What follows belongs to an exercise in optimizing a design on an open flow for small area and a short achievable clock period; a production flow would make more cautious choices.
At most, simulation tests tie the RTL to the original design; equivalence was not proved.
Only the layout flow was run in run 1; the RTL was not checked for function there.
Power is estimated from default activity; no workload was simulated.

===== flow/run.sh =====
#!/bin/bash
# Own layout flow: the standard flow (standard.sh), with two changes to how
# the layout is made:
#  - the port buffers that buffer_ports inserts are buf_2 cells;
#  - after placement, the driver of every net with a large fanout is swapped
#    for a stronger cell of the same function (flow/upsize.tcl), and the
#    placement is legalised again.
# Each tool's output goes to a log file of its own in this folder.
set -euo pipefail
ARGS=("BUFFER_PORTS_ARGS=-buffer_cell sky130_fd_sc_hd__buf_2")
bash standard.sh "${ARGS[@]}" place > flow_place.log 2>&1
openroad -no_init -exit flow/upsize.tcl > flow_upsize.log 2>&1
bash standard.sh "${ARGS[@]}" finish > flow_finish.log 2>&1

===== flow/upsize.tcl =====
# Swap the driver of each high-fanout net for a stronger cell of the same
# function, then legalise the placement. Reads and rewrites 3_place.odb.
set results orfs/results/$::env(FLOW_PLATFORM)/alu_unit/base
read_db $results/3_place.odb
read_liberty $::env(FLOW_HOME)/platforms/$::env(FLOW_PLATFORM)/lib/sky130_fd_sc_hd__tt_025C_1v80.lib

set n 0
foreach inst [get_cells *] {
  set ref [get_property $inst ref_name]
  if {![regexp {^(sky130_fd_sc_hd__[a-z0-9]+)_([0-9]+)$} $ref -> base drv]} continue
  # leave registers, fill, tap and tie cells alone
  if {[regexp {__(df|sdf|edf|fill|tap|conb|decap)} $base]} continue
  set fo 0
  set on_clock 0
  foreach pin [get_pins -of_objects $inst] {
    set net [get_nets -quiet -of_objects $pin]
    if {$net == ""} continue
    if {[get_full_name $net] == "clk"} { set on_clock 1 }
    if {[get_property $pin direction] != "output"} continue
    set f [llength [get_pins -quiet -of_objects $net -filter "direction==input"]]
    if {$f > $fo} { set fo $f }
  }
  if {$on_clock} continue
  set want 0
  if {$fo >= 24} { set want 8 } elseif {$fo >= 12} { set want 4 } elseif {$fo >= 6} { set want 2 }
  if {$want <= $drv} continue
  set best ""
  foreach d {8 6 4 3 2} {
    if {$d > $want || $d <= $drv} continue
    if {[get_lib_cells -quiet */${base}_$d] != ""} { set best ${base}_$d; break }
  }
  if {$best == ""} continue
  replace_cell $inst $best
  incr n
}
puts "upsized $n cells"
detailed_placement
check_placement
write_db $results/3_place.odb

===== standard.sh =====
#!/bin/bash
# synth_recipe.tcl (not shown) runs the flow's synth.tcl, then flattens the netlist and writes it again
# the make line also repeats each setting of config.mk as NAME=value (left out here)
make -C /OpenROAD-flow-scripts/flow DESIGN_CONFIG=/design/flow/config.mk WORK_HOME=/design/flow/orfs CLKGATE_MAP_FILE= SYNTH_SCRIPT=/design/flow/synth_recipe.tcl "${@:-finish}"

===== config.mk =====
export PLATFORM = sky130hd
export DESIGN_NAME = alu_unit
export DESIGN_NICKNAME = alu_unit
export VERILOG_FILES = /design/flow/design.v
export SDC_FILE = /design/flow/constraint.sdc
export NUM_CORES = 4
export LEC_CHECK = 0
export ABC_AREA = 1
export CAP_MARGIN = 20
export CORE_MARGIN = 2
export CORE_UTILIZATION = 40
export SLEW_MARGIN = 20

===== constraint.sdc =====
create_clock -name core_clock -period 18.0 [get_ports {clk}]
set_input_delay 3.6000 -clock core_clock [delete_from_list [all_inputs] [get_ports {clk}]]
set_output_delay 3.6000 -clock core_clock [all_outputs]
set_load 0.01 [all_outputs]

===== design.v =====
`timescale 1ns / 1ps
module alu_fwd_mux #(
    parameter DATA_WIDTH = 32
)(
    input  wire [1:0]            sel,
    input  wire [DATA_WIDTH-1:0] operand,
    input  wire [DATA_WIDTH-1:0] ex_mem_result,
    input  wire [DATA_WIDTH-1:0] mem_wb_result,
    output wire [DATA_WIDTH-1:0] out
);
    wire [DATA_WIDTH-1:0] t = sel[1] ? ex_mem_result : operand;
    assign out = sel[0] ? mem_wb_result : t;
endmodule
module alu_div_step #(
    parameter J = 1
)(
    input  wire [7:0] rem_in,    
    input  wire       a_bit,     
    input  wire [7:0] d,         
    output wire       q,         
    output wire [7:0] rem_out    
);
    wire [J-1:0] t;
    generate
        if (J == 1) begin : g_first
            assign t = a_bit;
        end else begin : g_next
            assign t = {rem_in[J-2:0], a_bit};
        end
    endgenerate
    wire hi_zero;
    generate
        if (J == 8) begin : g_full
            assign hi_zero = 1'b1;
        end else begin : g_part
            assign hi_zero = ~|d[7:J];
        end
    endgenerate
    wire [J:0] diff = {1'b0, t} - {1'b0, d[J-1:0]};
    assign q = hi_zero & ~diff[J];
    wire [J-1:0] r = q ? diff[J-1:0] : t;
    generate
        if (J == 8) begin : g_out_full
            assign rem_out = r;
        end else begin : g_out_part
            assign rem_out = {{(8-J){1'b0}}, r};
        end
    endgenerate
endmodule
module alu_addlogic (
    input  wire [31:0] a,
    input  wire [31:0] b,
    input  wire        sub,      
    input  wire        arith,    
    input  wire        sel_and,
    input  wire        sel_or,
    output wire [31:0] s
);
    wire [31:0] bb = b ^ {32{sub}};
    wire [31:0] g0 = a & bb;
    wire [31:0] x0 = a ^ bb;
    wire [31:0] y  = (x0 & {32{~sel_and}}) | (g0 & {32{sel_and | sel_or}});
    reg [31:0] G, P;
    integer i, k;
    always @(*) begin
        G = g0 & {32{arith}};
        P = x0;
        G[0] = G[0] | (x0[0] & sub);
        for (k = 1; k < 32; k = k * 2)
            for (i = 2 * k - 1; i < 32; i = i + 2 * k) begin
                G[i] = G[i] | (P[i] & G[i-k]);
                P[i] = P[i] & P[i-k];
            end
        for (k = 8; k >= 1; k = k / 2)
            for (i = 3 * k - 1; i < 32; i = i + 2 * k) begin
                G[i] = G[i] | (P[i] & G[i-k]);
                P[i] = P[i] & P[i-k];
            end
    end
    wire [31:0] c = {G[30:0], sub};
    assign s = y ^ c;
endmodule
module alu_div_stage #(
    parameter FROM = 0,
    parameter TO   = 8
)(
    input  wire [31:0] st_in,
    output wire [31:0] st_out
);
    wire [7:0] a = st_in[31:24];
    wire [7:0] d = st_in[23:16];
    wire [7:0] rem [FROM:TO];
    wire [7:0] q;
    assign rem[FROM] = st_in[7:0];
    genvar j;
    generate
        for (j = FROM + 1; j <= TO; j = j + 1) begin : g_step
            alu_div_step #(.J(j)) step (
                .rem_in(rem[j-1]), .a_bit(a[8-j]), .d(d),
                .q(q[8-j]), .rem_out(rem[j]));
        end
        if (FROM > 0) begin : g_qin
            assign q[7:8-FROM] = st_in[15:16-FROM];
        end
        if (TO < 8) begin : g_qrest
            assign q[7-TO:0] = {(8-TO){1'b0}};
        end
    endgenerate
    assign st_out = {a, d, q, rem[TO]};
endmodule
module alu_mul_csa (
    input  wire [7:0]  a,
    input  wire [7:0]  b,
    output wire [15:0] r0,
    output wire [15:0] r1
);
    wire pp_0_0 = a[0] & b[0];
    wire pp_0_1 = a[0] & b[1];
    wire pp_0_2 = a[0] & b[2];
    wire pp_0_3 = a[0] & b[3];
    wire pp_0_4 = a[0] & b[4];
    wire pp_0_5 = a[0] & b[5];
    wire pp_0_6 = a[0] & b[6];
    wire pp_0_7 = ~(a[0] & b[7]);
    wire pp_1_0 = a[1] & b[0];
    wire pp_1_1 = a[1] & b[1];
    wire pp_1_2 = a[1] & b[2];
    wire pp_1_3 = a[1] & b[3];
    wire pp_1_4 = a[1] & b[4];
    wire pp_1_5 = a[1] & b[5];
    wire pp_1_6 = a[1] & b[6];
    wire pp_1_7 = ~(a[1] & b[7]);
    wire pp_2_0 = a[2] & b[0];
    wire pp_2_1 = a[2] & b[1];
    wire pp_2_2 = a[2] & b[2];
    wire pp_2_3 = a[2] & b[3];
    wire pp_2_4 = a[2] & b[4];
    wire pp_2_5 = a[2] & b[5];
    wire pp_2_6 = a[2] & b[6];
    wire pp_2_7 = ~(a[2] & b[7]);
    wire pp_3_0 = a[3] & b[0];
    wire pp_3_1 = a[3] & b[1];
    wire pp_3_2 = a[3] & b[2];
    wire pp_3_3 = a[3] & b[3];
    wire pp_3_4 = a[3] & b[4];
    wire pp_3_5 = a[3] & b[5];
    wire pp_3_6 = a[3] & b[6];
    wire pp_3_7 = ~(a[3] & b[7]);
    wire pp_4_0 = a[4] & b[0];
    wire pp_4_1 = a[4] & b[1];
    wire pp_4_2 = a[4] & b[2];
    wire pp_4_3 = a[4] & b[3];
    wire pp_4_4 = a[4] & b[4];
    wire pp_4_5 = a[4] & b[5];
    wire pp_4_6 = a[4] & b[6];
    wire pp_4_7 = ~(a[4] & b[7]);
    wire pp_5_0 = a[5] & b[0];
    wire pp_5_1 = a[5] & b[1];
    wire pp_5_2 = a[5] & b[2];
    wire pp_5_3 = a[5] & b[3];
    wire pp_5_4 = a[5] & b[4];
    wire pp_5_5 = a[5] & b[5];
    wire pp_5_6 = a[5] & b[6];
    wire pp_5_7 = ~(a[5] & b[7]);
    wire pp_6_0 = a[6] & b[0];
    wire pp_6_1 = a[6] & b[1];
    wire pp_6_2 = a[6] & b[2];
    wire pp_6_3 = a[6] & b[3];
    wire pp_6_4 = a[6] & b[4];
    wire pp_6_5 = a[6] & b[5];
    wire pp_6_6 = a[6] & b[6];
    wire pp_6_7 = ~(a[6] & b[7]);
    wire pp_7_0 = ~(a[7] & b[0]);
    wire pp_7_1 = ~(a[7] & b[1]);
    wire pp_7_2 = ~(a[7] & b[2]);
    wire pp_7_3 = ~(a[7] & b[3]);
    wire pp_7_4 = ~(a[7] & b[4]);
    wire pp_7_5 = ~(a[7] & b[5]);
    wire pp_7_6 = ~(a[7] & b[6]);
    wire pp_7_7 = a[7] & b[7];
    wire hs1 = pp_0_6 ^ pp_1_5;
    wire hc1 = pp_0_6 & pp_1_5;
    wire fs2 = pp_0_7 ^ pp_1_6 ^ pp_2_5;
    wire fc2 = (pp_0_7 & pp_1_6) | (pp_0_7 & pp_2_5) | (pp_1_6 & pp_2_5);
    wire hs3 = pp_3_4 ^ pp_4_3;
    wire hc3 = pp_3_4 & pp_4_3;
    wire fs4 = pp_1_7 ^ pp_2_6 ^ pp_3_5;
    wire fc4 = (pp_1_7 & pp_2_6) | (pp_1_7 & pp_3_5) | (pp_2_6 & pp_3_5);
    wire fs5 = pp_4_4 ^ pp_5_3 ^ pp_6_2;
    wire fc5 = (pp_4_4 & pp_5_3) | (pp_4_4 & pp_6_2) | (pp_5_3 & pp_6_2);
    wire fs6 = pp_2_7 ^ pp_3_6 ^ pp_4_5;
    wire fc6 = (pp_2_7 & pp_3_6) | (pp_2_7 & pp_4_5) | (pp_3_6 & pp_4_5);
    wire hs7 = pp_0_4 ^ pp_1_3;
    wire hc7 = pp_0_4 & pp_1_3;
    wire fs8 = pp_0_5 ^ pp_1_4 ^ pp_2_3;
    wire fc8 = (pp_0_5 & pp_1_4) | (pp_0_5 & pp_2_3) | (pp_1_4 & pp_2_3);
    wire hs9 = pp_3_2 ^ pp_4_1;
    wire hc9 = pp_3_2 & pp_4_1;
    wire fs10 = hs1 ^ pp_2_4 ^ pp_3_3;
    wire fc10 = (hs1 & pp_2_4) | (hs1 & pp_3_3) | (pp_2_4 & pp_3_3);
    wire fs11 = pp_4_2 ^ pp_5_1 ^ pp_6_0;
    wire fc11 = (pp_4_2 & pp_5_1) | (pp_4_2 & pp_6_0) | (pp_5_1 & pp_6_0);
    wire fs12 = hc1 ^ fs2 ^ hs3;
    wire fc12 = (hc1 & fs2) | (hc1 & hs3) | (fs2 & hs3);
    wire fs13 = pp_5_2 ^ pp_6_1 ^ pp_7_0;
    wire fc13 = (pp_5_2 & pp_6_1) | (pp_5_2 & pp_7_0) | (pp_6_1 & pp_7_0);
    wire fs14 = fc2 ^ hc3 ^ fs4;
    wire fc14 = (fc2 & hc3) | (fc2 & fs4) | (hc3 & fs4);
    wire fs15 = fs5 ^ pp_7_1 ^ 1'b1;
    wire fc15 = (fs5 & pp_7_1) | (fs5 & 1'b1) | (pp_7_1 & 1'b1);
    wire fs16 = fc4 ^ fc5 ^ fs6;
    wire fc16 = (fc4 & fc5) | (fc4 & fs6) | (fc5 & fs6);
    wire fs17 = pp_5_4 ^ pp_6_3 ^ pp_7_2;
    wire fc17 = (pp_5_4 & pp_6_3) | (pp_5_4 & pp_7_2) | (pp_6_3 & pp_7_2);
    wire fs18 = fc6 ^ pp_3_7 ^ pp_4_6;
    wire fc18 = (fc6 & pp_3_7) | (fc6 & pp_4_6) | (pp_3_7 & pp_4_6);
    wire fs19 = pp_5_5 ^ pp_6_4 ^ pp_7_3;
    wire fc19 = (pp_5_5 & pp_6_4) | (pp_5_5 & pp_7_3) | (pp_6_4 & pp_7_3);
    wire fs20 = pp_4_7 ^ pp_5_6 ^ pp_6_5;
    wire fc20 = (pp_4_7 & pp_5_6) | (pp_4_7 & pp_6_5) | (pp_5_6 & pp_6_5);
    wire hs21 = pp_0_3 ^ pp_1_2;
    wire hc21 = pp_0_3 & pp_1_2;
    wire fs22 = hs7 ^ pp_2_2 ^ pp_3_1;
    wire fc22 = (hs7 & pp_2_2) | (hs7 & pp_3_1) | (pp_2_2 & pp_3_1);
    wire fs23 = hc7 ^ fs8 ^ hs9;
    wire fc23 = (hc7 & fs8) | (hc7 & hs9) | (fs8 & hs9);
    wire fs24 = fc8 ^ hc9 ^ fs10;
    wire fc24 = (fc8 & hc9) | (fc8 & fs10) | (hc9 & fs10);
    wire fs25 = fc10 ^ fc11 ^ fs12;
    wire fc25 = (fc10 & fc11) | (fc10 & fs12) | (fc11 & fs12);
    wire fs26 = fc12 ^ fc13 ^ fs14;
    wire fc26 = (fc12 & fc13) | (fc12 & fs14) | (fc13 & fs14);
    wire fs27 = fc14 ^ fc15 ^ fs16;
    wire fc27 = (fc14 & fc15) | (fc14 & fs16) | (fc15 & fs16);
    wire fs28 = fc16 ^ fc17 ^ fs18;
    wire fc28 = (fc16 & fc17) | (fc16 & fs18) | (fc17 & fs18);
    wire fs29 = fc18 ^ fc19 ^ fs20;
    wire fc29 = (fc18 & fc19) | (fc18 & fs20) | (fc19 & fs20);
    wire fs30 = fc20 ^ pp_5_7 ^ pp_6_6;
    wire fc30 = (fc20 & pp_5_7) | (fc20 & pp_6_6) | (pp_5_7 & pp_6_6);
    wire hs31 = pp_0_2 ^ pp_1_1;
    wire hc31 = pp_0_2 & pp_1_1;
    wire fs32 = hs21 ^ pp_2_1 ^ pp_3_0;
    wire fc32 = (hs21 & pp_2_1) | (hs21 & pp_3_0) | (pp_2_1 & pp_3_0);
    wire fs33 = hc21 ^ fs22 ^ pp_4_0;
    wire fc33 = (hc21 & fs22) | (hc21 & pp_4_0) | (fs22 & pp_4_0);
    wire fs34 = fc22 ^ fs23 ^ pp_5_0;
    wire fc34 = (fc22 & fs23) | (fc22 & pp_5_0) | (fs23 & pp_5_0);
    wire fs35 = fc23 ^ fs24 ^ fs11;
    wire fc35 = (fc23 & fs24) | (fc23 & fs11) | (fs24 & fs11);
    wire fs36 = fc24 ^ fs25 ^ fs13;
    wire fc36 = (fc24 & fs25) | (fc24 & fs13) | (fs25 & fs13);
    wire fs37 = fc25 ^ fs26 ^ fs15;
    wire fc37 = (fc25 & fs26) | (fc25 & fs15) | (fs26 & fs15);
    wire fs38 = fc26 ^ fs27 ^ fs17;
    wire fc38 = (fc26 & fs27) | (fc26 & fs17) | (fs27 & fs17);
    wire fs39 = fc27 ^ fs28 ^ fs19;
    wire fc39 = (fc27 & fs28) | (fc27 & fs19) | (fs28 & fs19);
    wire fs40 = fc28 ^ fs29 ^ pp_7_4;
    wire fc40 = (fc28 & fs29) | (fc28 & pp_7_4) | (fs29 & pp_7_4);
    wire fs41 = fc29 ^ fs30 ^ pp_7_5;
    wire fc41 = (fc29 & fs30) | (fc29 & pp_7_5) | (fs30 & pp_7_5);
    wire fs42 = fc30 ^ pp_6_7 ^ pp_7_6;
    wire fc42 = (fc30 & pp_6_7) | (fc30 & pp_7_6) | (pp_6_7 & pp_7_6);
    assign r0 = {1'b1, fc42, fc41, fc40, fc39, fc38, fc37, fc36, fc35, fc34, fc33, fc32, hc31, hs31, pp_0_1, pp_0_0};
    assign r1 = {1'b0, pp_7_7, fs42, fs41, fs40, fs39, fs38, fs37, fs36, fs35, fs34, fs33, fs32, pp_2_0, pp_1_0, 1'b0};
endmodule
`timescale 1ns / 1ps
module alu_unit #(
    parameter DATA_WIDTH = 32
)(
    input  wire                  clk,
    input  wire                  reset,
    input  wire                  in_valid,
    input  wire [3:0]            alu_op,
    input  wire [1:0]            forward_a,
    input  wire [1:0]            forward_b,
    input  wire [DATA_WIDTH-1:0] operand1,
    input  wire [DATA_WIDTH-1:0] operand2,
    input  wire [DATA_WIDTH-1:0] ex_mem_result,
    input  wire [DATA_WIDTH-1:0] mem_wb_result,
    output reg                   out_valid,
    output reg  [DATA_WIDTH-1:0] result,
    output reg                   zero_flag
);
    localparam K2 = 3;   
    localparam K3 = 5;   
    localparam K4 = 7;   
    genvar gi;
    wire [31:0] a_sel, b_sel;
    alu_fwd_mux #(.DATA_WIDTH(32)) mux_a (
        .sel(forward_a), .operand(operand1), .ex_mem_result(ex_mem_result),
        .mem_wb_result(mem_wb_result), .out(a_sel));
    alu_fwd_mux #(.DATA_WIDTH(32)) mux_b (
        .sel(forward_b), .operand(operand2), .ex_mem_result(ex_mem_result),
        .mem_wb_result(mem_wb_result), .out(b_sel));
    wire in_shift = (alu_op == 4'b0101) | (alu_op == 4'b0110) | (alu_op == 4'b0111);
    reg         s1_valid;
    reg [3:0]   s1_op;
    reg [31:0]  s1_a, s1_b;
    reg [4:0]   s1_sh;
    always @(posedge clk) begin
        if (reset) s1_valid <= 1'b0;
        else       s1_valid <= in_valid;
        s1_op <= alu_op;
        s1_a  <= a_sel;
        s1_b  <= b_sel;
        s1_sh <= b_sel[4:0] & {5{in_shift}};
    end
    wire op_add = (s1_op == 4'b0000);
    wire op_sub = (s1_op == 4'b0001);
    wire op_and = (s1_op == 4'b0010);
    wire op_or  = (s1_op == 4'b0011);
    wire op_xor = (s1_op == 4'b0100);
    wire op_sll = (s1_op == 4'b0101);
    wire op_srl = (s1_op == 4'b0110);
    wire op_sra = (s1_op == 4'b0111);
    wire op_mul = (s1_op == 4'b1000);
    wire op_div = (s1_op == 4'b1001);
    wire [31:0] al;
    alu_addlogic addlogic (
        .a(s1_a), .b(s1_b), .sub(op_sub), .arith(op_add | op_sub),
        .sel_and(op_and), .sel_or(op_or), .s(al));
    wire [31:0] a_rev, shr, shl;
    generate
        for (gi = 0; gi < 32; gi = gi + 1) begin : g_rev
            assign a_rev[gi] = s1_a[31-gi];
            assign shl[gi]   = shr[31-gi];
        end
    endgenerate
    wire [31:0] sh_in = op_sll ? a_rev : s1_a;
    wire        fill  = op_sra & s1_a[31];
    assign shr = $signed({fill, sh_in}) >>> s1_sh;
    wire [15:0] mr0, mr1;
    alu_mul_csa mul_csa (.a(s1_a[7:0]), .b(s1_b[7:0]), .r0(mr0), .r1(mr1));
    wire [31:0] div2;
    alu_div_stage #(.FROM(0), .TO(K2)) div_s2 (
        .st_in({s1_a[7:0], s1_b[7:0], 16'd0}), .st_out(div2));
    reg [31:0] s2_next;
    always @(*) begin
        s2_next = 32'd0;
        if (op_add | op_sub | op_and | op_or | op_xor) s2_next = al;
        if (op_sll) s2_next = shl;
        if (op_srl | op_sra) s2_next = shr;
        if (op_mul) s2_next = {mr1, mr0};
        if (op_div) s2_next = div2;
    end
    reg        s2_valid, s2_div, s2_mul;
    reg [31:0] s2_val;
    always @(posedge clk) begin
        if (reset) s2_valid <= 1'b0;
        else       s2_valid <= s1_valid;
        s2_div <= op_div;
        s2_mul <= op_mul;
        s2_val <= s2_next;
    end
    wire [15:0] prod = s2_val[15:0] + s2_val[31:16];
    wire [31:0] div3;
    alu_div_stage #(.FROM(K2), .TO(K3)) div_s3 (.st_in(s2_val), .st_out(div3));
    reg        s3_valid, s3_div;
    reg [31:0] s3_val;
    always @(posedge clk) begin
        if (reset) s3_valid <= 1'b0;
        else       s3_valid <= s2_valid;
        s3_div <= s2_div;
        s3_val <= s2_div ? div3 : s2_mul ? {16'd0, prod} : s2_val;
    end
    wire [31:0] div4;
    alu_div_stage #(.FROM(K3), .TO(K4)) div_s4 (.st_in(s3_val), .st_out(div4));
    reg        s4_valid, s4_div;
    reg [31:0] s4_val;
    always @(posedge clk) begin
        if (reset) s4_valid <= 1'b0;
        else       s4_valid <= s3_valid;
        s4_div <= s3_div;
        s4_val <= s3_div ? div4 : s3_val;
    end
    wire [31:0] div5;
    alu_div_stage #(.FROM(K4), .TO(8)) div_s5 (.st_in(s4_val), .st_out(div5));
    wire div_zero = (s4_val[31:24] == 8'd0) & (s4_val[23:16] != 8'd0);
    always @(posedge clk) begin
        if (reset) out_valid <= 1'b0;
        else       out_valid <= s4_valid;
        result    <= s4_div ? {16'd0, div5[15:0]} : s4_val;
        zero_flag <= s4_div ? div_zero : (s4_val == 32'd0);
    end
endmodule

==> results of run 1 <==
registers in the layout, summed over array words and instances (netlist names):
signal,count
s4_valid,1
s1_valid,1
s2_div,1
s2_valid,1
s1_op,4
s4_val,32
s1_a,32
s1_sh,5
result,32
s3_div,1
s2_val,32
s2_mul,1
zero_flag,1
s3_valid,1
s1_b,32
s4_div,1
s3_val,32
out_valid,1
power groups by stage:
stage / Sequential, mW / Clock [mW] / Combinational [mW]
global placement: 0.608 / 0 / 0.680
detailed placement: 0.609 / 0 / 0.696
floorplan: 0.589 / 0 / 0.507
global route: 0.609 / 0.546 / 0.810
finish: 0.599 / 0.516 / 0.711
CTS: 0.599 / 0.526 / 0.710
logic make-up (layout without fill, tap and decap cells):
group / count (synthesis) / in the layout
flip-flops: 211 / 211
adder cells (fa/ha/maj): 135 / 135
buffers and inverters: 470 / 585
XOR/XNOR: 64 / 64
AO/OA/AOI/OAI: 578 / 578
multiplexers: 10 / 10
AND/OR/NAND/NOR: 773 / 773
area by class of cell:
| class | count | share of cell area, % |
|---|---|---|
| multi-input cells | 1560 | 52.8 |
| clock buffers | 28 | 3.54 |
| repair buffers | 190 | 6.13 |
| flip-flops and latches | 211 | 24.4 |
| well taps | 511 | 3.69 |
| clock inverters | 14 | 1.33 |
| inverters | 353 | 8.15 |
layout by cell type (no fill, tap or decap), drive strengths merged, types with 8 or more instances in the layout:
cell,n
ha,92
xnor2,32
o22ai,19
a21oi,152
nand3,77
o211ai,49
buf,190
nor3,13
or2,12
o2111ai,14
nor2,139
o21ai,302
nor4,8
inv,350
nand4,16
mux2i,9
clkbuf,28
dfxtp,211
nand2,500
clkinv,10
xor2,32
fa,43
routing by layer:
metal	global-route usage (%)	up-vias	share of wire, %
met1	29.6	6637	42
met4	10.9	0	4.8
met3	3.36	106	6.1
met2	42.2	503	47
met5	0	-	0
li1	-	7487	-
final timing paths:
kind,from,end,cells past startpoint
worst max register to register,s3_val[26],s4_val[5],23
worst min-delay path,s3_val[15],s4_val[15],0
worst max-delay path,result[18],result[18],1
worst min register to register,s3_val[15],s4_val[15],0
metrics by stage:
step	hold WS, ps	total power [mW]
after floorplan	310	1.10
after global placement	315	1.29
after detailed placement	312	1.30
after CTS	321	1.83
after global routing	331	1.96
final	320	1.83
==> reports/qor.yml, run 1 <==
holdCritPathClass: "register to register"
routed_wl_um: 47300
ir_worst_vdd_mv: 0.0609
initial_core_util_pct: 40.4
grt_max_degree: 64
synth_area_per_cell_sq_um: 6.75
via_per_inst: 5.14
multiInputGateArea_sq_um: 9160
period_minus_slack_ps: 4580
leakagePower_nw: 8.55
fillCellCount: 3853
synthTopCellsByArea: "dfxtp_1 28%, nand2_1 12%, inv_1 8.6%"
synth_edf_count: 0
drc: 0
syn_to_final_growth_pct: 14.7
gp_congestion: 1.00
place_ws_ps: 12260
endpoint_kind: "primary output"
antenna_found_initial: 0
synthXorXnorAreaFrac_pct: 3.71
drt_iter0_markers: 1133
syn_inst: 2241
worstSkewPairLatency_ps: 550
p_int_mw: 1.13
utilization_pct: 46.4
hold_violations: 0
final_cells: 2867
cpLargestDelayFamily: "flip-flops"
final-seq-area_sq_um: 4220
yosys_warnings: 6
root_buffer: "clkbuf_16"
worstMarginPinSlew_ps: 967
cts_tree: "done"
place_inst: 2825
die_h_um: 198
cp.required_ps: 14400
drt_first_pass_iters: 5
dieArea_sq_um: 39400
htree_levels: 1
async_reset_ff_share_pct: 0
yosysMostFrequentCell: "nand2_1"
cts_setup_buffers: 0
cts_buffer_depth: 3
arrival_ps: 980
final_cell_area_sq_um: 17300
hold_buffers: 0
grt_pass1_vias: 14300
worstSetupPathType: "register to primary output"
yosysTopAreaCell: "dfxtp_1"
min_period_over_period_pct: 25.4
synth_seq_area_share_pct: 27.9
clock_skew_ps: 10.7
clockPowerShare_pct: 28.2
grt_setup_unrepaired: "false"
cts_resized: 0
nets: 2613
numCtsBuffers: 23
hpwl_um: 37800
timing.max_cap.violations: 0
grt_pass1_wl_um: 75100
via_count: 14700
ioPinCount: 173
fin_tns_setup_ps: 0
synthDistinctLibCells: 50
r2r_setup_slack_ps: 13880
slowest_delay_ps: 300
fin_ws_ps: 13420
synth_top_family_by_area: "compound AO/OA/AOI/OAI gates"
io_buffers: 172
placed_area_sq_um: 16300
power_switching_mw: 0.695
synth_fa_ha_area_share_pct: 13.3
max_freq_mhz: 219
synthMuxAreaShare_pct: 0.670
yosys.area_share.simple_pct: 21.0
grt_overflow: 0
post-synth-top-area-fraction_pct: 27.9
slew_viol_final: 0
wire_per_inst_um: 16.5
worstPathCellList: "buf_2"
cp_slowest_cell: "dfxtp_1"
design.core.area_sq_um: 37400
clock-sinks: 211
synth_compound_area_share_pct: 21.3
ys.flop_type: "dfxtp_1"
ys_top_cells_by_count: "493 x nand2_1, 346 x inv_1, 211 x dfxtp_1, 191 x o21ai_0, 152 x a21oi_1"
synth_nets: 2515
die_x_um: 198
seqPwrFrac_pct: 32.8
num_rows: 71
drive_above_1_share_pct: 12.1
setup_viol: 0
synth-seq-cells: 211
clk_pin_slew_ps: 60
n_antenna_cell: 0
antenna_left: 0
start_kind: "register"
comb_power_share_pct: 38.9
maxSlewHeadroom_pct: 35.4
outcome: "complete, no violations"
swShare_pct: 38.1
synth_area_sq_um: 15100
cp.buffers_inverters: 1
p_per_area_nw_per_um2: 105
cp_max_fo: 1
track_usage_pct: 24.2
==> run 2, diff against run 1 <==
--- a/design.v
+++ b/design.v
@@ -9,6 +9,10 @@
     output wire [DATA_WIDTH-1:0] out
 );
-    wire [DATA_WIDTH-1:0] t = sel[1] ? ex_mem_result : operand;
-    assign out = sel[0] ? mem_wb_result : t;
+    wire s_op  = (sel == 2'b00);
+    wire s_exm = (sel == 2'b10);
+    wire s_mwb = sel[0];
+    assign out = (operand & {DATA_WIDTH{s_op}}) |
+                 (ex_mem_result & {DATA_WIDTH{s_exm}}) |
+                 (mem_wb_result & {DATA_WIDTH{s_mwb}});
 endmodule
 module alu_div_step #(
@@ -109,4 +113,67 @@
     assign st_out = {a, d, q, rem[TO]};
 endmodule
+module alu_div_first #(
+    parameter TO = 3
+)(
+    input  wire [7:0]  a,
+    input  wire [7:0]  d,
+    output wire [31:0] st_out    
+);
+    wire [2:0] q_head, r_head;
+    alu_div_head head (
+        .a_hi(a[7:5]), .d_lo(d[2:0]), .hi_zero(~|d[7:3]),
+        .q(q_head), .r(r_head));
+    alu_div_stage #(.FROM(3), .TO(TO)) rest (
+        .st_in({a, d, q_head, 5'd0, 5'd0, r_head}), .st_out(st_out));
+endmodule
+module alu_div_head (
+    input  wire [2:0] a_hi,    
+    input  wire [2:0] d_lo,    
+    input  wire       hi_zero,
+    output wire [2:0] q,       
+    output wire [2:0] r        
+);
+    wire [5:0] idx = {a_hi, d_lo};
+    localparam [63:0] TQ0 = 64'hf7753b190f050301;
+    localparam [63:0] TR0 = 64'h5d20d508f500fd00;
+    localparam [63:0] TQ1 = 64'h0f0f050503030101;
+    localparam [63:0] TR1 = 64'h31910800f1f90000;
+    localparam [63:0] TQ2 = 64'h0303030301010101;
+    localparam [63:0] TR2 = 64'h0181c1e100000000;
+    wire [2:0] tq, tr;
+    assign tq[0] = TQ0[idx];
+    assign tr[0] = TR0[idx];
+    assign tq[1] = TQ1[idx];
+    assign tr[1] = TR1[idx];
+    assign tq[2] = TQ2[idx];
+    assign tr[2] = TR2[idx];
+    assign q = hi_zero ? tq : 3'd0;
+    assign r = hi_zero ? tr : a_hi;
+endmodule
+module alu_cpa16 (
+    input  wire [15:0] x,
+    input  wire [15:0] y,
+    output wire [15:0] s
+);
+    wire [15:0] g0 = x & y;
+    wire [15:0] p0 = x ^ y;
+    reg [15:0] G, P;
+    integer i, k;
+    always @(*) begin
+        G = g0;
+        P = p0;
+        for (k = 1; k < 16; k = k * 2)
+            for (i = 2 * k - 1; i < 16; i = i + 2 * k) begin
+                G[i] = G[i] | (P[i] & G[i-k]);
+                P[i] = P[i] & P[i-k];
+            end
+        for (k = 4; k >= 1; k = k / 2)
+            for (i = 3 * k - 1; i < 16; i = i + 2 * k) begin
+                G[i] = G[i] | (P[i] & G[i-k]);
+                P[i] = P[i] & P[i-k];
+            end
+    end
+    assign s = p0 ^ {G[14:0], 1'b0};
+endmodule
 module alu_mul_csa (
     input  wire [7:0]  a,
@@ -284,7 +351,6 @@
     output reg                   zero_flag
 );
-    localparam K2 = 3;   
-    localparam K3 = 5;   
-    localparam K4 = 7;   
+    localparam K2 = 4;   
+    localparam K3 = 6;   
     genvar gi;
     wire [31:0] a_sel, b_sel;
@@ -295,9 +361,7 @@
         .sel(forward_b), .operand(operand2), .ex_mem_result(ex_mem_result),
         .mem_wb_result(mem_wb_result), .out(b_sel));
-    wire in_shift = (alu_op == 4'b0101) | (alu_op == 4'b0110) | (alu_op == 4'b0111);
     reg         s1_valid;
     reg [3:0]   s1_op;
     reg [31:0]  s1_a, s1_b;
-    reg [4:0]   s1_sh;
     always @(posedge clk) begin
         if (reset) s1_valid <= 1'b0;
@@ -306,5 +370,4 @@
         s1_a  <= a_sel;
         s1_b  <= b_sel;
-        s1_sh <= b_sel[4:0] & {5{in_shift}};
     end
     wire op_add = (s1_op == 4'b0000);
@@ -331,10 +394,9 @@
     wire [31:0] sh_in = op_sll ? a_rev : s1_a;
     wire        fill  = op_sra & s1_a[31];
-    assign shr = $signed({fill, sh_in}) >>> s1_sh;
+    assign shr = $signed({fill, sh_in}) >>> s1_b[4:0];
     wire [15:0] mr0, mr1;
     alu_mul_csa mul_csa (.a(s1_a[7:0]), .b(s1_b[7:0]), .r0(mr0), .r1(mr1));
     wire [31:0] div2;
-    alu_div_stage #(.FROM(0), .TO(K2)) div_s2 (
-        .st_in({s1_a[7:0], s1_b[7:0], 16'd0}), .st_out(div2));
+    alu_div_first #(.TO(K2)) div_s2 (.a(s1_a[7:0]), .d(s1_b[7:0]), .st_out(div2));
     reg [31:0] s2_next;
     always @(*) begin
@@ -355,5 +417,6 @@
         s2_val <= s2_next;
     end
-    wire [15:0] prod = s2_val[15:0] + s2_val[31:16];
+    wire [15:0] prod;
+    alu_cpa16 mul_cpa (.x(s2_val[15:0]), .y(s2_val[31:16]), .s(prod));
     wire [31:0] div3;
     alu_div_stage #(.FROM(K2), .TO(K3)) div_s3 (.st_in(s2_val), .st_out(div3));
@@ -367,21 +430,11 @@
     end
     wire [31:0] div4;
-    alu_div_stage #(.FROM(K3), .TO(K4)) div_s4 (.st_in(s3_val), .st_out(div4));
-    reg        s4_valid, s4_div;
-    reg [31:0] s4_val;
-    always @(posedge clk) begin
-        if (reset) s4_valid <= 1'b0;
-        else       s4_valid <= s3_valid;
-        s4_div <= s3_div;
-        s4_val <= s3_div ? div4 : s3_val;
-    end
-    wire [31:0] div5;
-    alu_div_stage #(.FROM(K4), .TO(8)) div_s5 (.st_in(s4_val), .st_out(div5));
-    wire div_zero = (s4_val[31:24] == 8'd0) & (s4_val[23:16] != 8'd0);
+    alu_div_stage #(.FROM(K3), .TO(8)) div_s4 (.st_in(s3_val), .st_out(div4));
+    wire div_zero = (s3_val[31:24] == 8'd0) & (s3_val[23:16] != 8'd0);
     always @(posedge clk) begin
         if (reset) out_valid <= 1'b0;
-        else       out_valid <= s4_valid;
-        result    <= s4_div ? {16'd0, div5[15:0]} : s4_val;
-        zero_flag <= s4_div ? div_zero : (s4_val == 32'd0);
+        else       out_valid <= s3_valid;
+        result    <= s3_div ? {16'd0, div4[15:0]} : s3_val;
+        zero_flag <= s3_div ? div_zero : (s3_val == 32'd0);
     end
 endmodule
--- a/flow/upsize.tcl
+++ b/flow/upsize.tcl
@@ -22,4 +22,13 @@
   }
   if {$on_clock} continue
+  # input port buffers that drive one or two pins can be the smallest buffer
+  if {$base == "sky130_fd_sc_hd__buf" && $fo <= 2 && $drv > 1} {
+    set in_net [get_nets -quiet -of_objects [get_pins -of_objects $inst -filter "direction==input"]]
+    if {$in_net != "" && [get_ports -quiet [get_full_name $in_net]] != ""} {
+      replace_cell $inst sky130_fd_sc_hd__buf_1
+      incr n
+      continue
+    }
+  }
   set want 0
   if {$fo >= 24} { set want 8 } elseif {$fo >= 12} { set want 4 } elseif {$fo >= 6} { set want 2 }
--- a/config.mk
+++ b/config.mk
@@ -9,4 +9,4 @@
 export CAP_MARGIN = 20
 export CORE_MARGIN = 2
-export CORE_UTILIZATION = 40
+export CORE_UTILIZATION = 60
 export SLEW_MARGIN = 20
==> reports/qor.yml, run 2 <==
outcome: "complete, no violations"  # unchanged
io_buffers: 172  # unchanged
cts_resized: 0  # unchanged
yosysTopAreaCell: "dfxtp_1"  # unchanged
setup_viol: 0  # unchanged
track_usage_pct: 37.5  # was 24.2%
layout_commonest_cell: "nand2_1"  # unchanged
seqPwrFrac_pct: 31.8  # was 32.8%
htree_levels: 4  # was 1
fin_ws_ps: 13520  # was 13420 ps
swShare_pct: 42.1  # was 38.1%
drive_above_1_share_pct: 7.46  # was 12.1%
min_period_over_period_pct: 24.9  # was 25.4%
worstSkewPairLatency_ps: 440  # was 550 ps
worstPathCellList: "buf_2"  # unchanged
synth_nets: 2361  # was 2515
via_per_inst: 5.80  # was 5.14
numCtsBuffers: 17  # was 23
slew_viol_final: 0  # unchanged
utilization_pct: 68.0  # was 46.4%
worstMarginPinSlew_ps: 975  # was 967 ps
grt_max_degree: 63  # was 64
synth-seq-cells: 172  # was 211
synth_area_sq_um: 13900  # was 15100 sq um
synth_seq_area_share_pct: 24.8  # was 27.9%
syn_inst: 2085  # was 2241
clock-sinks: 172  # was 211
synth_edf_count: 0  # unchanged
drc: 0  # unchanged
power_switching_mw: 0.644  # was 0.695 mW
grt_pass1_wl_um: 70800  # was 75100 um
syn_to_final_growth_pct: 11.1  # was 14.7%
r2r_setup_slack_ps: 13660  # was 13880 ps
cts_buffer_depth: 2  # was 3
n_antenna_cell: 0  # unchanged
dieArea_sq_um: 24300  # was 39400 sq um
async_reset_ff_share_pct: 0  # unchanged
cp.required_ps: 14400  # about the same
design.core.area_sq_um: 22600  # was 37400 sq um
wire_per_inst_um: 18.3  # was 16.5 um
clock_skew_ps: 20.7  # was 10.7 ps
ioPinCount: 173  # unchanged
max_freq_mhz: 223  # was 219 MHz
hpwl_um: 35000  # was 37800 um
post-synth-top-area-fraction_pct: 24.8  # was 27.9%
ir_worst_vdd_mv: 0.0562  # was 0.0609 mV
cts_tree: "done"  # unchanged
clk_pin_slew_ps: 70  # was 60 ps
holdCritPathClass: "register to register"  # unchanged
wl_met1_um: 17100  # was 19900 um
synthTopCellsByArea: "dfxtp_1 25%, nand2_1 16%, ha_1 8.0%"  # was dfxtp_1 28%, nand2_1 12%, inv_1 8.6%
leakagePower_nw: 7.38  # was 8.55 nW
hold_buffers: 0  # unchanged
antenna_left: 0  # unchanged
nets: 2462  # was 2613
cp.buffers_inverters: 1  # unchanged
clockPowerShare_pct: 24.0  # was 28.2%
root_buffer: "clkbuf_16"  # unchanged
slowest_delay_ps: 310  # was 300 ps
ys.flop_type: "dfxtp_1"  # unchanged
cts_setup_buffers: 0  # unchanged
initial_core_util_pct: 61.2  # was 40.4%
p_per_area_nw_per_um2: 99.3  # was 105 nW/um^2
final_cell_mix: "594 x nand2_1, 241 x inv_1, 172 x dfxtp_1"  # was 489 x nand2_1, 335 x inv_1, 211 x dfxtp_1
cpLargestDelayFamily: "flip-flops"  # unchanged
period_minus_slack_ps: 4480  # was 4580 ps
antenna_found_initial: 1  # was 0
comb_power_share_pct: 44.2  # was 38.9%
gp_congestion: 0.990  # was 1.00
cp_max_fo: 1  # unchanged
top_layer_used: "met4"  # unchanged
place_ws_ps: 12790  # was 12260 ps
grt_overflow: 0  # unchanged
timing.max_cap.violations: 0  # unchanged
yosys_warnings: 6  # unchanged
synthDistinctLibCells: 52  # was 50
drt_first_pass_iters: 6  # was 5
met2_length_um: 21300  # was 22300 um
p_int_mw: 0.886  # was 1.13 mW
wl_met3_um: 4000  # was 2870 um
via_count: 14400  # was 14700
synth_area_per_cell_sq_um: 6.65  # was 6.75 sq um
grt_pass1_vias: 13600  # was 14300
fin_tns_setup_ps: 0  # unchanged
die_x_um: 156  # was 198 um
arrival_ps: 880  # was 980 ps
grt_setup_unrepaired: "false"  # unchanged
cp_slowest_cell: "dfxtp_1"  # unchanged
hold_violations: 0  # unchanged
maxSlewHeadroom_pct: 34.9  # was 35.4%
die_h_um: 156  # was 198 um
drt_iter0_markers: 1538  # was 1133
yosysMostFrequentCell: "nand2_1"  # unchanged
routed_wl_um: 45400  # was 47300 um
num_rows: 55  # was 71
ys_top_cells_by_count: "598 x nand2_1, 250 x inv_1, 172 x dfxtp_1, 135 x nor2_1, 134 x nand3_1"  # was 493 x nand2_1, 346 x inv_1, 211 x dfxtp_1, 191 x o21ai_0, 152 x a21oi_1
endpoint_kind: "primary output"  # unchanged
start_kind: "register"  # unchanged
worstSetupPathType: "register to primary output"  # unchanged
[run 2: final cells by class]
class	count	area [sq um]
multi-input combinational	1544	9080
fill	2075	7240
sequential	172	3440
inverter	259	1020
timing repair buffer	192	937
clock buffer	19	433
tap	285	357
clock inverter	12	133
[run 2: kinds of logic after synthesis]
logic type | after synthesis | share of synthesized area, %
AOI/OAI and AO/OA | 404 | 17.2
xor gates and xnor gates | 58 | 3.66
muxes | 6 | 0.451
buffers and inverters | 369 | 10.6
and+or+nand+nor | 939 | 28.4
DFF | 172 | 24.8
adders and majority gates | 137 | 15.0
[run 2: worst paths after layout]
check,cells after the start,from,endpoint
setup / recovery,1,result[14],result[14]
hold / removal,0,s3_val[14],result[14]
setup reg to reg,17,s1_op[0],s2_val[27]
hold reg to reg,0,s3_val[14],result[14]
[run 2: metal layers]
| metal | up-vias | track usage, % |
|---|---|---|
| li1 | 6972 | - |
| met1 | 6492 | 44.5 |
| met2 | 761 | 63.9 |
| met3 | 181 | 6.44 |
| met4 | 0 | 22.0 |
| met5 | - | 0 |
[run 2: through the flow]
stage	cells	area, sq um	total power [mW]	hold WS (ps)
2_1_floorplan	2085	13900	0.957	331
3_3_place_gp	2452	14800	1.13	336
3_5_place_dp	2452	14800	1.15	340
4_1_cts	2483	15400	1.52	353
5_1_grt	2483	15400	1.64	355
6_report	2483	15400	1.53	352
[run 2: power groups by stage]
stage	Clock, mW	Sequential [mW]	Combinational (mW)
floorplan	0	0.484	0.473
global placement	0	0.492	0.634
detailed placement	0	0.493	0.654
CTS	0.369	0.485	0.667
global route	0.387	0.492	0.760
finish	0.367	0.486	0.677
==> run 3, diff against run 2 <==
--- a/config.mk
+++ b/config.mk
@@ -10,3 +10,4 @@
 export CORE_MARGIN = 2
 export CORE_UTILIZATION = 60
+export CTS_BUF_LIST = sky130_fd_sc_hd__clkbuf_8
 export SLEW_MARGIN = 20
==> reports/qor.yml, run 3 <==
outcome: "complete, no violations"  # unchanged
hpwl_um: 35000  # unchanged
slowest_delay_ps: 320  # was 310 ps
grt_overflow: 0  # unchanged
hold_violations: 0  # unchanged
ys.flop_type: "dfxtp_1"  # unchanged
p_per_area_nw_per_um2: 94.2  # was 99.3 nW/um^2
utilization_pct: 67.2  # was 68.0%
synth_area_per_cell_sq_um: 6.65  # unchanged
htree_levels: 4  # unchanged
final_cell_area_sq_um: 15200  # was 15400 sq um
max_freq_mhz: 221  # was 223 MHz
die_x_um: 156  # unchanged
synth_seq_area_share_pct: 24.8  # unchanged
numCtsBuffers: 17  # unchanged
syn_inst: 2085  # unchanged
slew_viol_final: 0  # unchanged
layout_commonest_cell: "nand2_1"  # unchanged
start_kind: "register"  # unchanged
setup_viol: 0  # unchanged
root_buffer: "clkbuf_8"  # was clkbuf_16
cts_tree: "done"  # unchanged
arrival_ps: 930  # was 880 ps
drt_iter0_markers: 1540  # was 1538
synth_edf_count: 0  # unchanged
drive_above_1_share_pct: 7.46  # unchanged
ir_worst_vdd_mv: 0.0477  # was 0.0562 mV
antenna_found_initial: 0  # was 1
io_buffers: 172  # unchanged
grt_max_degree: 63  # unchanged
fin_ws_ps: 13470  # was 13520 ps
via_count: 14400  # about the same
wire_per_inst_um: 18.1  # was 18.3 um
synth_area_sq_um: 13900  # unchanged
period_minus_slack_ps: 4530  # was 4480 ps
final_cells: 2483  # unchanged
min_period_over_period_pct: 25.2  # was 24.9%
cp_slowest_cell: "dfxtp_1"  # unchanged
gp_congestion: 0.990  # unchanged
place_ws_ps: 12790  # unchanged
yosysTopAreaCell: "dfxtp_1"  # unchanged
cts_buffer_depth: 2  # unchanged
grt_pass1_vias: 13500  # was 13600
dieArea_sq_um: 24300  # unchanged
synth_nets: 2361  # unchanged
clock-sinks: 172  # unchanged
hold_buffers: 0  # unchanged
clock_skew_ps: 31.5  # was 20.7 ps
timing.max_cap.violations: 0  # unchanged
cp_max_fo: 1  # unchanged
grt_pass1_wl_um: 70200  # was 70800 um
async_reset_ff_share_pct: 0  # unchanged
num_rows: 55  # unchanged
leakagePower_nw: 7.30  # was 7.38 nW
drc: 0  # unchanged
cts_setup_buffers: 0  # unchanged
fillCellCount: 2117  # was 2075
nets: 2462  # unchanged
endpoint_kind: "primary output"  # unchanged
grt_setup_unrepaired: "false"  # unchanged
cpLargestDelayFamily: "flip-flops"  # unchanged
synthDistinctLibCells: 52  # unchanged
via_per_inst: 5.80  # about the same
cp.required_ps: 14400  # about the same
cp.buffers_inverters: 1  # unchanged
syn_to_final_growth_pct: 9.67  # was 11.1%
worstMarginPinSlew_ps: 958  # was 975 ps
fin_tns_setup_ps: 0  # unchanged
routed_wl_um: 45000  # was 45400 um
final_cell_mix: "594 x nand2_1, 243 x inv_1, 172 x dfxtp_1"  # was 594 x nand2_1, 241 x inv_1, 172 x dfxtp_1
yosys_warnings: 6  # unchanged
die_h_um: 156  # unchanged
placed_area_sq_um: 14800  # unchanged
antenna_left: 0  # unchanged
n_antenna_cell: 0  # unchanged
clk_pin_slew_ps: 100  # was 70 ps
design.core.area_sq_um: 22600  # unchanged
maxSlewHeadroom_pct: 36.0  # was 34.9%
r2r_setup_slack_ps: 13650  # was 13660 ps
yosysMostFrequentCell: "nand2_1"  # unchanged
post-synth-top-area-fraction_pct: 24.8  # unchanged
initial_core_util_pct: 61.2  # unchanged
ioPinCount: 173  # unchanged
track_usage_pct: 37.1  # was 37.5%
place_inst: 2452  # unchanged
worstPathCellList: "buf_2"  # unchanged
synth-seq-cells: 172  # unchanged
ys_top_cells_by_count: "598 x nand2_1, 250 x inv_1, 172 x dfxtp_1, 135 x nor2_1, 134 x nand3_1"  # unchanged
synthTopCellsByArea: "dfxtp_1 25%, nand2_1 16%, ha_1 8.0%"  # unchanged
worstSetupPathType: "register to primary output"  # unchanged
cts_resized: 0  # unchanged
holdCritPathClass: "register to register"  # unchanged
worstSkewPairLatency_ps: 480  # was 440 ps
drt_first_pass_iters: 7  # was 6
-- run 3: path summary, 6_finish.rpt --
path / end / from / cells past startpoint
setup / recovery: result[14] / result[14] / 1
hold / removal: result[15] / s3_val[15] / 0
setup reg to reg: s2_val[27] / s1_op[0] / 17
hold reg to reg: result[15] / s3_val[15] / 0
-- run 3: power breakdown --
part | total (mW) | internal [mW] | switching, mW
logic | 0.674 | 0.253 | 0.421
registers | 0.485 | 0.439 | 0.0464
clock network | 0.273 | 0.112 | 0.162
total | 1.43 | 0.803 | 0.629
-- run 3: kinds of logic (layout without fill, tap and decap cells) --
family,Yosys count,in the layout,share of synthesized area (%)
and+or+nand+nor,939,939,28.4
AOI/OAI and AO/OA,404,404,17.2
buffers and inverters,369,482,10.6
DFF,172,172,24.8
adders and majority gates,137,137,15.0
xor gates and xnor gates,58,58,3.66
muxes,6,6,0.451
-- run 3: layer usage --
metal	track usage [%]	wire length [um]	part of all wire [%]
met4	21.1	2860	6.3
met3	6.17	4090	9.1
met1	44.1	17000	38
met2	63.6	21100	47
met5	0	0	0
-- run 3: metrics by stage --
stage / power, mW / hold WS [ps]
finish: 1.43 / 357
global route: 1.54 / 360
CTS: 1.42 / 358
detailed placement: 1.15 / 340
global placement: 1.13 / 336
floorplan: 0.957 / 331
-- run 3: layout make-up --
cell class,instances,area [sq um],share of cell area (%)
Multi-Input combinational cell,1544,9080,59.7
Sequential cell,172,3440,22.6
Inverter,259,1020,6.71
Timing Repair Buffer,192,937,6.16
Tap cell,285,357,2.34
Clock buffer,17,234,1.54
Clock inverter,14,140,0.921
==> run 4, diff against run 3 <==
--- a/config.mk
+++ b/config.mk
@@ -9,5 +9,5 @@
 export CAP_MARGIN = 20
 export CORE_MARGIN = 2
-export CORE_UTILIZATION = 60
+export CORE_UTILIZATION = 40
 export CTS_BUF_LIST = sky130_fd_sc_hd__clkbuf_8
 export SLEW_MARGIN = 20
==> reports/qor.yml, run 4 <==
synth_area_sq_um: 13900  # unchanged
leakagePower_nw: 7.32  # was 7.30 nW
grt_pass1_wl_um: 74000  # was 70200 um
yosysTopAreaCell: "dfxtp_1"  # unchanged
io_buffers: 172  # unchanged
timing.max_cap.violations: 0  # unchanged
synthMuxAreaShare_pct: 0.451  # unchanged
yosysMostFrequentCell: "nand2_1"  # unchanged
die_x_um: 190  # was 156 um
drive_above_1_share_pct: 7.67  # was 7.46%
antenna_found_initial: 0  # unchanged
ys.flop_type: "dfxtp_1"  # unchanged
worstSkewPairLatency_ps: 480  # about the same
synth_edf_count: 0  # unchanged
cp_slowest_cell: "dfxtp_1"  # unchanged
async_reset_ff_share_pct: 0  # unchanged
synth_seq_area_share_pct: 24.8  # unchanged
cp.buffers_inverters: 1  # unchanged
synth_top_family_by_area: "simple AND/OR/NAND/NOR gates"  # unchanged
multiInputGateArea_sq_um: 9010  # was 9080 sq um
layout_commonest_cell: "nand2_1"  # unchanged
synth_fa_ha_area_share_pct: 15.0  # unchanged
synthTopCellsByArea: "dfxtp_1 25%, nand2_1 16%, ha_1 8.0%"  # unchanged
period_minus_slack_ps: 4540  # was 4530 ps
endpoint_kind: "primary output"  # unchanged
design.core.area_sq_um: 34400  # was 22600 sq um
clock-sinks: 172  # unchanged
worstHoldStart: "s3_val[12]"  # was s3_val[15]
slowest_delay_ps: 340  # was 320 ps
ioPinCount: 173  # unchanged
ys_top_cells_by_count: "598 x nand2_1, 250 x inv_1, 172 x dfxtp_1, 135 x nor2_1, 134 x nand3_1"  # unchanged
htree_levels: 4  # unchanged
fillCellCount: 3706  # was 2117
track_usage_pct: 26.4  # was 37.1%
outcome: "complete, no violations"  # unchanged
clk_pin_slew_ps: 100  # about the same
slew_viol_final: 0  # unchanged
synthXorXnorAreaFrac_pct: 3.66  # unchanged
synth_nets: 2361  # unchanged
via_count: 14100  # was 14400
worstSetupPathType: "register to primary output"  # unchanged
rr_startpoint: "s3_val[18]"  # was s1_op[0]
dieArea_sq_um: 36200  # was 24300 sq um
holdPathStages: 0  # unchanged
wire_per_inst_um: 17.8  # was 18.1 um
grt_setup_unrepaired: "false"  # unchanged
grt_max_degree: 63  # unchanged
cts_resized: 0  # unchanged
p_per_area_nw_per_um2: 92.8  # was 94.2 nW/um^2
drc: 0  # unchanged
hold_path_end: "result[12]"  # was result[15]
final_cells: 2659  # was 2483
place_inst: 2627  # was 2452
grt_pass1_vias: 13600  # was 13500
hold_violations: 0  # unchanged
hpwl_um: 37000  # was 35000 um
cts_tree: "done"  # unchanged
r2r_end: "result[1]"  # was s2_val[27]
ir_worst_vdd_mv: 0.0481  # was 0.0477 mV
cp.required_ps: 14400  # about the same
root_buffer: "clkbuf_8"  # unchanged
start_kind: "register"  # unchanged
synthDistinctLibCells: 52  # unchanged
max_freq_mhz: 221  # about the same
post-synth-top-area-fraction_pct: 24.8  # unchanged
final_cell_mix: "594 x nand2_1, 241 x inv_1, 172 x dfxtp_1"  # was 594 x nand2_1, 243 x inv_1, 172 x dfxtp_1
drt_iter0_markers: 1032  # was 1540
gp_congestion: 0.963  # was 0.990
die_h_um: 190  # was 156 um
maxSlewHeadroom_pct: 41.9  # was 36.0%
r2r_setup_slack_ps: 13710  # was 13650 ps
hold_slack_ps: 357  # about the same
grt_overflow: 0  # unchanged
final-seq-area_sq_um: 3440  # unchanged
syn_to_final_growth_pct: 11.2  # was 9.67%
routed_wl_um: 47200  # was 45000 um
synth_area_per_cell_sq_um: 6.65  # unchanged
synth_compound_area_share_pct: 17.2  # unchanged
num_rows: 68  # was 55
cp_max_fo: 1  # unchanged
worstMarginPinSlew_ps: 871  # was 958 ps
fin_tns_setup_ps: 0  # unchanged
nets: 2467  # was 2462
cts_buffer_depth: 2  # unchanged
setup_viol: 0  # unchanged
r2r_cells: 27  # was 17
arrival_ps: 940  # was 930 ps
drt_first_pass_iters: 6  # was 7
yosys_warnings: 6  # unchanged
synth-seq-cells: 172  # unchanged
numCtsBuffers: 17  # unchanged
syn_inst: 2085  # unchanged
antenna_left: 0  # unchanged
cpLargestDelayFamily: "flip-flops"  # unchanged
initial_core_util_pct: 40.3  # was 61.2%
min_period_over_period_pct: 25.2  # about the same
cts_setup_buffers: 0  # unchanged
via_per_inst: 5.29  # was 5.80
worstPathCellList: "buf_2"  # unchanged
clock_skew_ps: 13.6  # was 31.5 ps
yosys.area_share.simple_pct: 28.4  # unchanged
hold_buffers: 0  # unchanged
holdCritPathClass: "register to register"  # unchanged
n_antenna_cell: 0  # unchanged
==> run 4: changes by cell type in the layout (fill, tap and decap cells not counted), sizes merged <==
cell | previous run | this run
buf | 192 | 197
bufinv | 1 | 0
clkinv | 9 | 12
clkinvlp | 3 | 0
inv | 260 | 262
==> run 4: logic make-up (layout without fill, tap and decap cells) <==
logic type | Yosys count | count (layout)
adders and majority gates | 137 | 137
AOI/OAI and AO/OA | 404 | 404
DFF | 172 | 172
and+or+nand+nor | 939 | 939
buffers and inverters | 369 | 488
muxes | 6 | 6
xor gates and xnor gates | 58 | 58
==> run 4: worst max path at each step <==
stage | end | cells past startpoint | startpoint
3_5_place_dp | s1_b[6] | 6 | forward_b[0]
2_1_floorplan | s1_b[10] | 8 | forward_b[0]
6_report | result[21] | 1 | result[21]
4_1_cts | result[12] | 1 | result[12]
3_3_place_gp | s1_b[3] | 6 | forward_b[0]
5_1_grt | result[6] | 26 | s3_val[18]
==> run 4: layer usage <==
| layer | vias up | share of wire [%] | global-route usage, % |
|---|---|---|---|
| met5 | - | 0 | 0 |
| met3 | 75 | 4.7 | 2.82 |
| met1 | 6557 | 43 | 32.9 |
| li1 | 6978 | - | - |
| met2 | 460 | 48 | 46.1 |
| met4 | 0 | 4.7 | 11.5 |
==> run 4: per-stage QoR <==
step	util [%]	area (sq um)	worst slack [ps]	power, mW
2_1_floorplan	-	13900	13340	0.957
3_3_place_gp	43.7	15000	12840	1.14
3_5_place_dp	43.7	15000	12790	1.16
4_1_cts	44.9	15400	13430	1.44
5_1_grt	44.9	15400	13210	1.55
6_report	44.9	15400	13460	1.43
==> run 4: final cells by class <==
class                           count  area share, %
Multi-Input combinational cell   1544           58.4
Sequential cell                   172           22.3
Inverter                          259           6.61
Timing Repair Buffer              197           6.47
Tap cell                          455           3.69
Clock buffer                       17           1.52
Clock inverter                     15          0.965
==> run 4: power by group <==
part | internal [mW] | switching, mW | total [mW]
Combinational | 0.253 | 0.419 | 0.673
Sequential | 0.439 | 0.0498 | 0.489
Clock | 0.103 | 0.166 | 0.270
Total | 0.796 | 0.635 | 1.43
==> run 5, diff against run 4 <==
--- a/design.v
+++ b/design.v
@@ -61,5 +61,5 @@
     output wire [31:0] s
 );
-    wire [31:0] bb = b ^ {32{sub}};
+    wire [31:0] bb = b;          
     wire [31:0] g0 = a & bb;
     wire [31:0] x0 = a ^ bb;
@@ -369,5 +369,5 @@
         s1_op <= alu_op;
         s1_a  <= a_sel;
-        s1_b  <= b_sel;
+        s1_b  <= b_sel ^ {32{alu_op == 4'b0001}};
     end
     wire op_add = (s1_op == 4'b0000);
==> reports/qor.yml, run 5 <==
outcome: "complete, no violations"  # unchanged
cp.buffers_inverters: 1  # unchanged
worstMarginPinSlew_ps: 777  # was 871 ps
power_mw: 1.52  # was 1.43 mW
worstHoldStart: "s3_val[15]"  # was s3_val[12]
synthTopCellsByArea: "dfxtp_1 25%, nand2_1 17%, ha_1 8.1%"  # was dfxtp_1 25%, nand2_1 16%, ha_1 8.0%
fin_tns_setup_ps: 0  # unchanged
crit_path_start: "result[13]"  # was result[21]
cp_slowest_cell: "dfxtp_1"  # unchanged
yosys_warnings: 6  # unchanged
grt_pass1_wl_um: 75700  # was 74000 um
synth_edf_count: 0  # unchanged
clock-sinks: 172  # unchanged
arrival_ps: 980  # was 940 ps
grt_setup_unrepaired: "false"  # unchanged
cts_setup_buffers: 0  # unchanged
power_switching_mw: 0.664  # was 0.635 mW
comb_power_share_pct: 47.6  # was 47.0%
ys.flop_type: "dfxtp_1"  # unchanged
placed_area_sq_um: 14900  # was 15000 sq um
endpoint_kind: "primary output"  # unchanged
clockPowerShare_pct: 20.0  # was 18.8%
synth_nets: 2356  # was 2361
slew_viol_final: 0  # unchanged
worstSetupPathType: "register to primary output"  # unchanged
numCtsBuffers: 17  # unchanged
grt_pass1_vias: 13800  # was 13600
slowest_delay_ps: 350  # was 340 ps
yosysTopAreaCell: "dfxtp_1"  # unchanged
utilization_pct: 45.7  # was 44.9%
seqPwrFrac_pct: 32.4  # was 34.2%
nets: 2468  # was 2467
ioPinCount: 173  # unchanged
fillCellCount: 3600  # was 3706
min_period_over_period_pct: 25.4  # was 25.2%
rr_startpoint: "s3_val[17]"  # was s3_val[18]
setup_viol: 0  # unchanged
leakagePower_nw: 7.42  # was 7.32 nW
drive_above_1_share_pct: 7.26  # was 7.67%
post-synth-top-area-fraction_pct: 25.1  # was 24.8%
yosysMostFrequentCell: "nand2_1"  # unchanged
wire_per_inst_um: 18.1  # was 17.8 um
p_int_mw: 0.855  # was 0.796 mW
drt_first_pass_iters: 5  # was 6
n_antenna_cell: 0  # unchanged
antenna_left: 0  # unchanged
num_rows: 67  # was 68
syn_to_final_growth_pct: 12.1  # was 11.2%
track_usage_pct: 27.2  # was 26.4%
initial_core_util_pct: 40.8  # was 40.3%
hold_buffers: 0  # unchanged
via_count: 14000  # was 14100
cts_resized: 0  # unchanged
io_buffers: 172  # unchanged
cp_max_fo: 1  # unchanged
clk_pin_slew_ps: 100  # about the same
hold_violations: 0  # unchanged
final_cell_area_sq_um: 15400  # about the same
p_per_area_nw_per_um2: 98.8  # was 92.8 nW/um^2
synthDistinctLibCells: 55  # was 52
grt_overflow: 0  # unchanged
drc: 0  # unchanged
synth-seq-cells: 172  # unchanged
final_cell_mix: "617 x nand2_1, 237 x inv_1, 172 x dfxtp_1"  # was 594 x nand2_1, 241 x inv_1, 172 x dfxtp_1
async_reset_ff_share_pct: 0  # unchanged
antenna_found_initial: 0  # unchanged
syn_inst: 2080  # was 2085
routed_wl_um: 47900  # was 47200 um
worstSkewPairLatency_ps: 510  # was 480 ps
layout_commonest_cell: "nand2_1"  # unchanged
holdCritPathClass: "register to register"  # unchanged
die_x_um: 189  # was 190 um
dieArea_sq_um: 35800  # was 36200 sq um
cts_tree: "done"  # unchanged
htree_levels: 4  # unchanged
timing.max_cap.violations: 0  # unchanged
cpLargestDelayFamily: "flip-flops"  # unchanged
cp.required_ps: 14400  # about the same
ir_worst_vdd_mv: 0.0579  # was 0.0481 mV
clock_skew_ps: 24.2  # was 13.6 ps
worstPathCellList: "buf_2"  # unchanged
synth_area_sq_um: 13700  # was 13900 sq um
drt_iter0_markers: 1123  # was 1032
root_buffer: "clkbuf_8"  # unchanged
gp_congestion: 1.01  # was 0.963
synth_seq_area_share_pct: 25.1  # was 24.8%
design.core.area_sq_um: 33600  # was 34400 sq um
die_h_um: 189  # was 190 um
hpwl_um: 37300  # was 37000 um
swShare_pct: 43.7  # was 44.4%
max_freq_mhz: 218  # was 221 MHz
cts_buffer_depth: 2  # unchanged
grt_max_degree: 72  # was 63
fin_ws_ps: 13420  # was 13460 ps
start_kind: "register"  # unchanged
place_ws_ps: 12780  # was 12790 ps
maxSlewHeadroom_pct: 48.1  # was 41.9%
period_minus_slack_ps: 4580  # was 4540 ps
synth_area_per_cell_sq_um: 6.59  # was 6.65 sq um
ys_top_cells_by_count: "619 x nand2_1, 249 x inv_1, 172 x dfxtp_1, 137 x nor2_1, 132 x nand3_1"  # was 598 x nand2_1, 250 x inv_1, 172 x dfxtp_1, 135 x nor2_1, 134 x nand3_1
via_per_inst: 5.30  # was 5.29
-- run 5: cell types whose count changed after synthesis, sizes merged, moves of 3 or more --
| cell | previous run | this run |
|---|---|---|
| xnor2 | 34 | 8 |
| xor2 | 24 | 48 |
| nand2 | 614 | 633 |
| o21ai | 232 | 216 |
| buf | 36 | 22 |
| clkbuf | 74 | 83 |
| o22ai | 14 | 22 |
| a22oi | 8 | 5 |
| a31oi | 8 | 5 |
| nand3b | 2 | 5 |
| nand4 | 19 | 16 |
-- run 5: logic make-up (layout without fill, tap and decap cells) --
group / count (synthesis) / after routing / synth area share (%)
AND/OR/NAND/NOR: 953 / 953 / 28.7
flip-flops: 172 / 172 / 25.1
multiplexers: 7 / 7 / 0.529
XOR/XNOR: 56 / 56 / 3.58
buffers and inverters: 362 / 487 / 10.3
adder cells (fa/ha/maj): 137 / 137 / 15.1
AO/OA/AOI/OAI: 393 / 393 / 16.7
-- run 5: final timing paths --
| path | end | slack (ps) | cells after the start |
|---|---|---|---|
| max | result[13] | 13420 | 1 |
| min | result[15] | 360 | 0 |
| max reg2reg | result[1] | 13700 | 27 |
| min reg2reg | result[15] | 360 | 0 |
-- run 5: per-layer routing --
layer / vias to the layer above / GRT usage (%) / wire length, um
li1: 6963 / - / -
met1: 6437 / 33.9 / 20400
met2: 542 / 45.3 / 22100
met3: 107 / 4.32 / 2920
met4: 0 / 14.2 / 2500
met5: - / 0 / 0
-- run 5: per-stage QoR --
stage	cells	hold WS [ps]
after floorplan	2080	329
after global placement	2621	349
after detailed placement	2621	352
after CTS	2653	368
after global routing	2653	380
final	2653	363
-- run 5: cell type report --
class	instances	area, sq um	share of cell area, %
well taps	448	561	3.65
multi-input cells	1546	8910	57.9
clock buffers	17	234	1.52
flip-flops and latches	172	3440	22.4
inverters	257	1010	6.56
repair buffers	198	1020	6.63
clock inverters	15	199	1.29
-- run 5: power groups by stage --
stage | Sequential [mW] | Combinational (mW) | Clock, mW
floorplan | 0.489 | 0.506 | 0
CTS | 0.493 | 0.719 | 0.314
global placement | 0.501 | 0.695 | 0
finish | 0.492 | 0.724 | 0.304
global route | 0.500 | 0.823 | 0.326
detailed placement | 0.502 | 0.709 | 0

afterwards: timing with drivers on the ports:
No port has a modelled driver above. Below, the same layouts with a new extraction and two added sets of constraints. Step 1, drivers: a clkbuf_16 drives clk and a buf_2 each remaining input, both assumed. Step 2, shift: input delay + t, output delay - t, t = (earliest + latest rising clock arrival at the registers) / 2. This alone moves slack from input paths to output paths. a / b / c = ideal / step 1 / step 2; a / b = the first two.
run	t, ns	slack for setup (ns)	hold WS [ns]	worst setup path at the end	clock arrival spread, ns
run 1	0.594	13.424 / 13.372 / 13.403	0.320 / 0.320 / 0.320	input to register	0.011 / 0.010
run 2	0.482	13.518 / 13.466 / 13.400	0.352 / 0.352 / 0.352	input to register	0.021 / 0.021
run 3	0.511	13.467 / 13.419 / 13.398	0.357 / 0.357 / 0.357	input to register	0.031 / 0.032
run 4	0.518	13.465 / 13.417 / 13.461	0.357 / 0.357 / 0.357	input to register	0.017 / 0.017
run 5	0.550	13.422 / 13.371 / 13.273	0.363 / 0.363 / 0.363	input to register	0.025 / 0.025
After both steps every run listed still meets setup and hold. The setup slack of run 5, which loses most, moves by -0.051 ns with the drivers and by -0.149 ns with both steps.
